Context: an optimization exercise on an open-source flow, tuned for small area, a short achievable clock period and few clock cycles per item. The choices shown serve that exercise and are no tape-out recipe.
RTL that was checked went through simulation tests only; none was proved equivalent to the original.

## JK
==> flow/design.v (excerpt) <==
module fpm(
  input clk,
  input rst,
  input [31:0] number_in,
  input number_a_valid,
  output number_a_ready,
  input number_b_valid,
  output number_b_ready,
  output [31:0] number_out,
  output result_valid
);
  reg phase;             
  reg nrm_a;             
  reg vx, vy, vz, vw;    
  reg slow;              
  reg rv;
  reg ar_q, br_q;        
  reg [31:0] ra, rb;
  reg        hb;         
  reg [4:0]  k;          
  reg [12:0] mm;         
  reg [36:0] tsn, tcn;   
  reg        c13, stlo;  
  reg [9:0]  s1_e;       
  reg        s1_s, s1_nan, s1_inf, s1_zero, s1_slow;
  reg [25:0] sig;        
  reg [9:0]  e;          
  reg        le0;        
  reg        s2_s, s2_nan, s2_inf, s2_zero;
  reg [31:0] out;
  wire [7:0] ea = ra[30:23];
  wire [7:0] eb = rb[30:23];
  wire ha = |ea;
  wire hb_e = |eb;
  wire [23:0] ma = {ha, ra[22:0]};
  wire [23:0] mb = {hb, rb[22:0]};
  wire fa0 = ~|ra[22:0];
  wire fb0 = ~|rb[22:0];
  wire a_zero = ~ha & fa0;
  wire b_zero = ~hb_e & fb0;
  wire a_max = &ea;
  wire b_max = &eb;
  wire a_nan = a_max & ~fa0;
  wire b_nan = b_max & ~fb0;
  wire a_inf = a_max & fa0;
  wire b_inf = b_max & fb0;
  wire [7:0] ein = number_in[30:23];
  wire in_f0 = ~|number_in[22:0];
  wire in_sub = ~|ein & ~in_f0;
  wire in_spec = (~|ein & in_f0) | &ein;
  wire a_sub = ~ha & ~fa0;
  wire a_spec = a_zero | a_max;
  wire go_a = a_sub & ~in_sub & ~in_spec;
  wire go_b = in_sub & ~a_sub & ~a_spec;
  wire normalising = nrm_a;
  wire vx_next;
  wire a_fire = number_a_valid & ar_q;
  wire b_fire = number_b_valid & br_q;
  wire swap = b_fire & go_b;
  assign number_a_ready = ar_q;
  assign number_b_ready = br_q;
  assign result_valid = rv;
  assign number_out = out;
  assign vx_next = rst & ((b_fire & ~go_a & ~go_b) | (nrm_a & ra[22]));
  wire [23:0] acc_s = ~tsn[36:13] & {24{~vx}};
  wire [23:0] acc_c = ~tcn[36:13] & {24{~vx}};
  wire [36:0] tree_sn, tree_cn;
  wire t1 = ~(mb[0] & mm[0]);
  wire t2 = ~(acc_s[0]);
  wire t3 = ~(acc_c[0]);
  wire t4 = ~(mb[1] & mm[0]);
  wire t5 = ~(mb[0] & mm[1]);
  wire t6 = ~(acc_s[1]);
  wire t7 = ~(acc_c[1]);
  ...
==> flow/config.mk <==
export PLATFORM = sky130hd
export DESIGN_NAME = fpm
export DESIGN_NICKNAME = fpm
export VERILOG_FILES = /design/flow/design.v
export SDC_FILE = /design/flow/constraint.sdc
export NUM_CORES = 4
export LEC_CHECK = 0
export CAP_MARGIN = 20
export CORE_MARGIN = 2
export CORE_UTILIZATION = 40
export SETUP_SLACK_MARGIN = 5
export SLEW_MARGIN = 20
export SYNTH_HIERARCHICAL = 1
==> flow/constraint.sdc <==
create_clock -name core_clock -period 9.0 [get_ports {clk}]
set_input_delay 1.8000 -clock core_clock [delete_from_list [all_inputs] [get_ports {clk}]]
set_output_delay 1.8000 -clock core_clock [all_outputs]
set_load 0.01 [all_outputs]
standard.sh (not shown) runs the stock make flow with config.mk's settings and CLKGATE_MAP_FILE= SYNTH_SCRIPT=/design/flow/synth_recipe.tcl, a recipe that flattens the netlist after the stock synthesis.
==> flow/flow/run.sh <==
#!/bin/bash
set -euo pipefail
bash standard.sh SETUP_SLACK_MARGIN=5.5 "BUFFER_PORTS_ARGS=-buffer_cell sky130_fd_sc_hd__buf_2" "CTS_ARGS=-sink_clustering_enable -repair_clock_nets -dont_use_dummy_load -buf_list sky130_fd_sc_hd__clkbuf_8 -sink_clustering_size 25" finish > standard.log 2>&1
JK finished every step from synthesis to the final layout, and the layout passed the timing, design-rule and antenna checks.
Input changes introduced in MS (baseline for comparison: JK):
--- a/flow/design.v
+++ b/flow/design.v
@@ -5,19 +5,19 @@
   input [31:0] number_in,
   input number_a_valid,
   output number_a_ready,
   input number_b_valid,
   output number_b_ready,
   output [31:0] number_out,
   output result_valid
 );
   reg phase;             
-  reg nrm_a;             
+  reg nrm_a, nrm_b;      
   reg vx, vy, vz, vw;    
   reg slow;              
   reg rv;
   reg ar_q, br_q;        
   reg [31:0] ra, rb;
   reg        hb;         
   reg [4:0]  k;          
   reg [12:0] mm;         
   reg [36:0] tsn, tcn;   
@@ -47,28 +47,33 @@
   wire b_inf = b_max & fb0;
   wire [7:0] ein = number_in[30:23];
   wire in_f0 = ~|number_in[22:0];
   wire in_sub = ~|ein & ~in_f0;
   wire in_spec = (~|ein & in_f0) | &ein;
   wire a_sub = ~ha & ~fa0;
   wire a_spec = a_zero | a_max;
   wire go_a = a_sub & ~in_sub & ~in_spec;
   wire go_b = in_sub & ~a_sub & ~a_spec;
-  wire normalising = nrm_a;
+  wire normalising = nrm_a | nrm_b;
   wire vx_next;
   wire a_fire = number_a_valid & ar_q;
   wire b_fire = number_b_valid & br_q;
-  wire swap = b_fire & go_b;
   assign number_a_ready = ar_q;
   assign number_b_ready = br_q;
   assign result_valid = rv;
   assign number_out = out;
-  assign vx_next = rst & ((b_fire & ~go_a & ~go_b) | (nrm_a & ra[22]));
+  wire phase_n = a_fire | (phase & ~b_fire);
+  wire nrm_a_n = b_fire ? go_a : (nrm_a & ~ra[22]);
+  wire nrm_b_n = b_fire ? go_b : (nrm_b & ~rb[22]);
+  wire [8:0] esum = {1'b0, ea | {7'd0, ~ha}} + {1'b0, eb | {7'd0, ~hb_e}};
+  wire slow_set = vx & ((k != 5'd0) | (esum <= 9'd127));
+  wire slow_n = slow_set | (slow & ~(vw & ~busy & ~vx & ~vy & ~vz & ~normalising));
+  assign vx_next = rst & ((b_fire & ~go_a & ~go_b) | (nrm_a & ra[22]) | (nrm_b & rb[22]));
   wire [23:0] acc_s = ~tsn[36:13] & {24{~vx}};
   wire [23:0] acc_c = ~tcn[36:13] & {24{~vx}};
   wire [36:0] tree_sn, tree_cn;
   wire t1 = ~(mb[0] & mm[0]);
   wire t2 = ~(acc_s[0]);
   wire t3 = ~(acc_c[0]);
   wire t4 = ~(mb[1] & mm[0]);
   wire t5 = ~(mb[0] & mm[1]);
   wire t6 = ~(acc_s[1]);
@@ -969,37 +974,35 @@
   wire [22:0] mant = sig[24:2];
   wire        inc  = sig[1] & (sig[0] | mant[0]);
   wire [9:0]  fe   = e & {10{sig[25]}};
   wire [32:0] rnd  = {fe, mant} + {32'd0, inc};
   wire        ovf  = rnd[32:23] >= 10'd255;
   wire [31:0] res_w = s2_nan  ? {s2_s, 31'h7fc00000} :
                       s2_zero ? {s2_s, 31'd0} :
                       (s2_inf | ovf) ? {s2_s, 8'hff, 23'd0} :
                       {s2_s, rnd[30:0]};
-  wire phase_n = a_fire | (phase & ~b_fire);
-  wire nrm_a_n = b_fire ? (go_a | go_b) : (nrm_a & ~ra[22]);
-  wire slow_set = vx & ((k != 5'd0) | ex[9] | (ex[9:1] == 9'd0));
-  wire slow_n = slow_set | (slow & ~(vw & ~busy & ~vx & ~vy & ~vz & ~normalising));
   always @(posedge clk) begin
-    if (ar_q | swap)
+    if (ar_q)
       ra <= number_in;
     else if (nrm_a) begin
       ra[22:0] <= {ra[21:0], 1'b0};
       if (ra[22]) ra[30:23] <= 8'd1;
     end
-    if (swap)
-      rb <= ra;
-    else if (phase)
+    if (phase)
       rb <= number_in;
-    if (swap)
-      hb <= 1'b1;
-    else if (phase)
+    else if (nrm_b) begin
+      rb[22:0] <= {rb[21:0], 1'b0};
+      if (rb[22]) rb[30:23] <= 8'd1;
+    end
+    if (phase)
       hb <= |ein;
+    else if (nrm_b & rb[22])
+      hb <= 1'b1;
     if (phase)
       k <= 5'd0;
     else if (normalising)
       k <= k + 5'd1;
     if (vx) begin
       s1_e <= ex;
       s1_s <= (ra[31] ^ rb[31]) & ~(a_nan | b_nan);
       s1_nan <= x_nan;
       s1_inf <= x_inf;
@@ -1026,36 +1029,38 @@
       le0 <= e[9];
     end
     s2_nan <= s1_nan & ~busy;
     s2_inf <= s1_inf & ~busy;
     s2_zero <= s1_zero & ~busy;
     out <= res_w;
     if (rst == 0) begin
       phase <= 1'b0;
       nrm_a <= 1'b0;
+      nrm_b <= 1'b0;
       vx <= 1'b0;
       vy <= 1'b0;
       vz <= 1'b0;
       vw <= 1'b0;
       slow <= 1'b0;
       rv <= 1'b0;
       ar_q <= 1'b1;      
       br_q <= 1'b0;
     end else begin
       phase <= phase_n;
       nrm_a <= nrm_a_n;
+      nrm_b <= nrm_b_n;
       vx <= vx_next;
       vy <= vx;
       vz <= vy;
       vw <= vz | busy;
       rv <= vw & ~busy;
       slow <= slow_n;
-      ar_q <= ~phase_n & ~nrm_a_n;
+      ar_q <= ~phase_n & ~nrm_a_n & ~nrm_b_n;
       br_q <= phase_n & ~slow_n;
     end
   end
 endmodule
 module fpm_fa(input a, input b, input c, output s, output co);
   assign s = a ^ b ^ c;
   assign co = (a & b) | (a & c) | (b & c);
 endmodule
 module fpm_han(input an, input bn, output sn, output con);
==> results.txt <==
The lower area of the placeable core came out of MS.
JK → MS: die area lost 1.1%; sequential share of layout area now sits higher; met2 demand-to-capacity share in global routing shows an increase of 0.38 points.
JK and MS ended up with roughly the same clock skew.
Wire length is lower on MS
Relative to JK, final worst-path cycle share has decreased by 3.2 points in MS.
MS reports its first element of the critical path as mm[4]$_DFF_P_ while JK reports rb[23]$_DFFE_PP_.
Testbench counts of MS, summed over its fixed seeds: cycles 6,440, items 3,200.
Function not checked in JK: the RTL went through the layout flow alone.

-- port drivers added, routing unchanged --
In the flow no input, the clock included, has a driving cell. The finished layouts below were timed again as built, in two steps. Step 1: set_driving_cell puts a clkbuf_16 on clk and a buf_2 on each other input, an assumption about the parent block. Step 2 times the ports against the registers' clock, not the clock port: input delays grow and output delays shrink by t, the midpoint of the rising clock arrivals with the driver on. Three values: ideal ports, drivers, drivers and shift; two values: the first two.
run | t (ns) | slack for setup (ns) | hold WS [ns] | pins driven straight from the clock port
JK | 0.643 | 5.303 / 5.303 / 5.004 | 0.350 / 0.350 / 0.350 | 1
MS | 0.599 | 5.590 / 5.590 / 5.555 | 0.349 / 0.349 / 0.349 | 1
After both steps every run listed still meets setup and hold. For JK, which loses most, drivers alone change the setup slack by 0.000 ns; drivers and shift together by -0.299 ns.
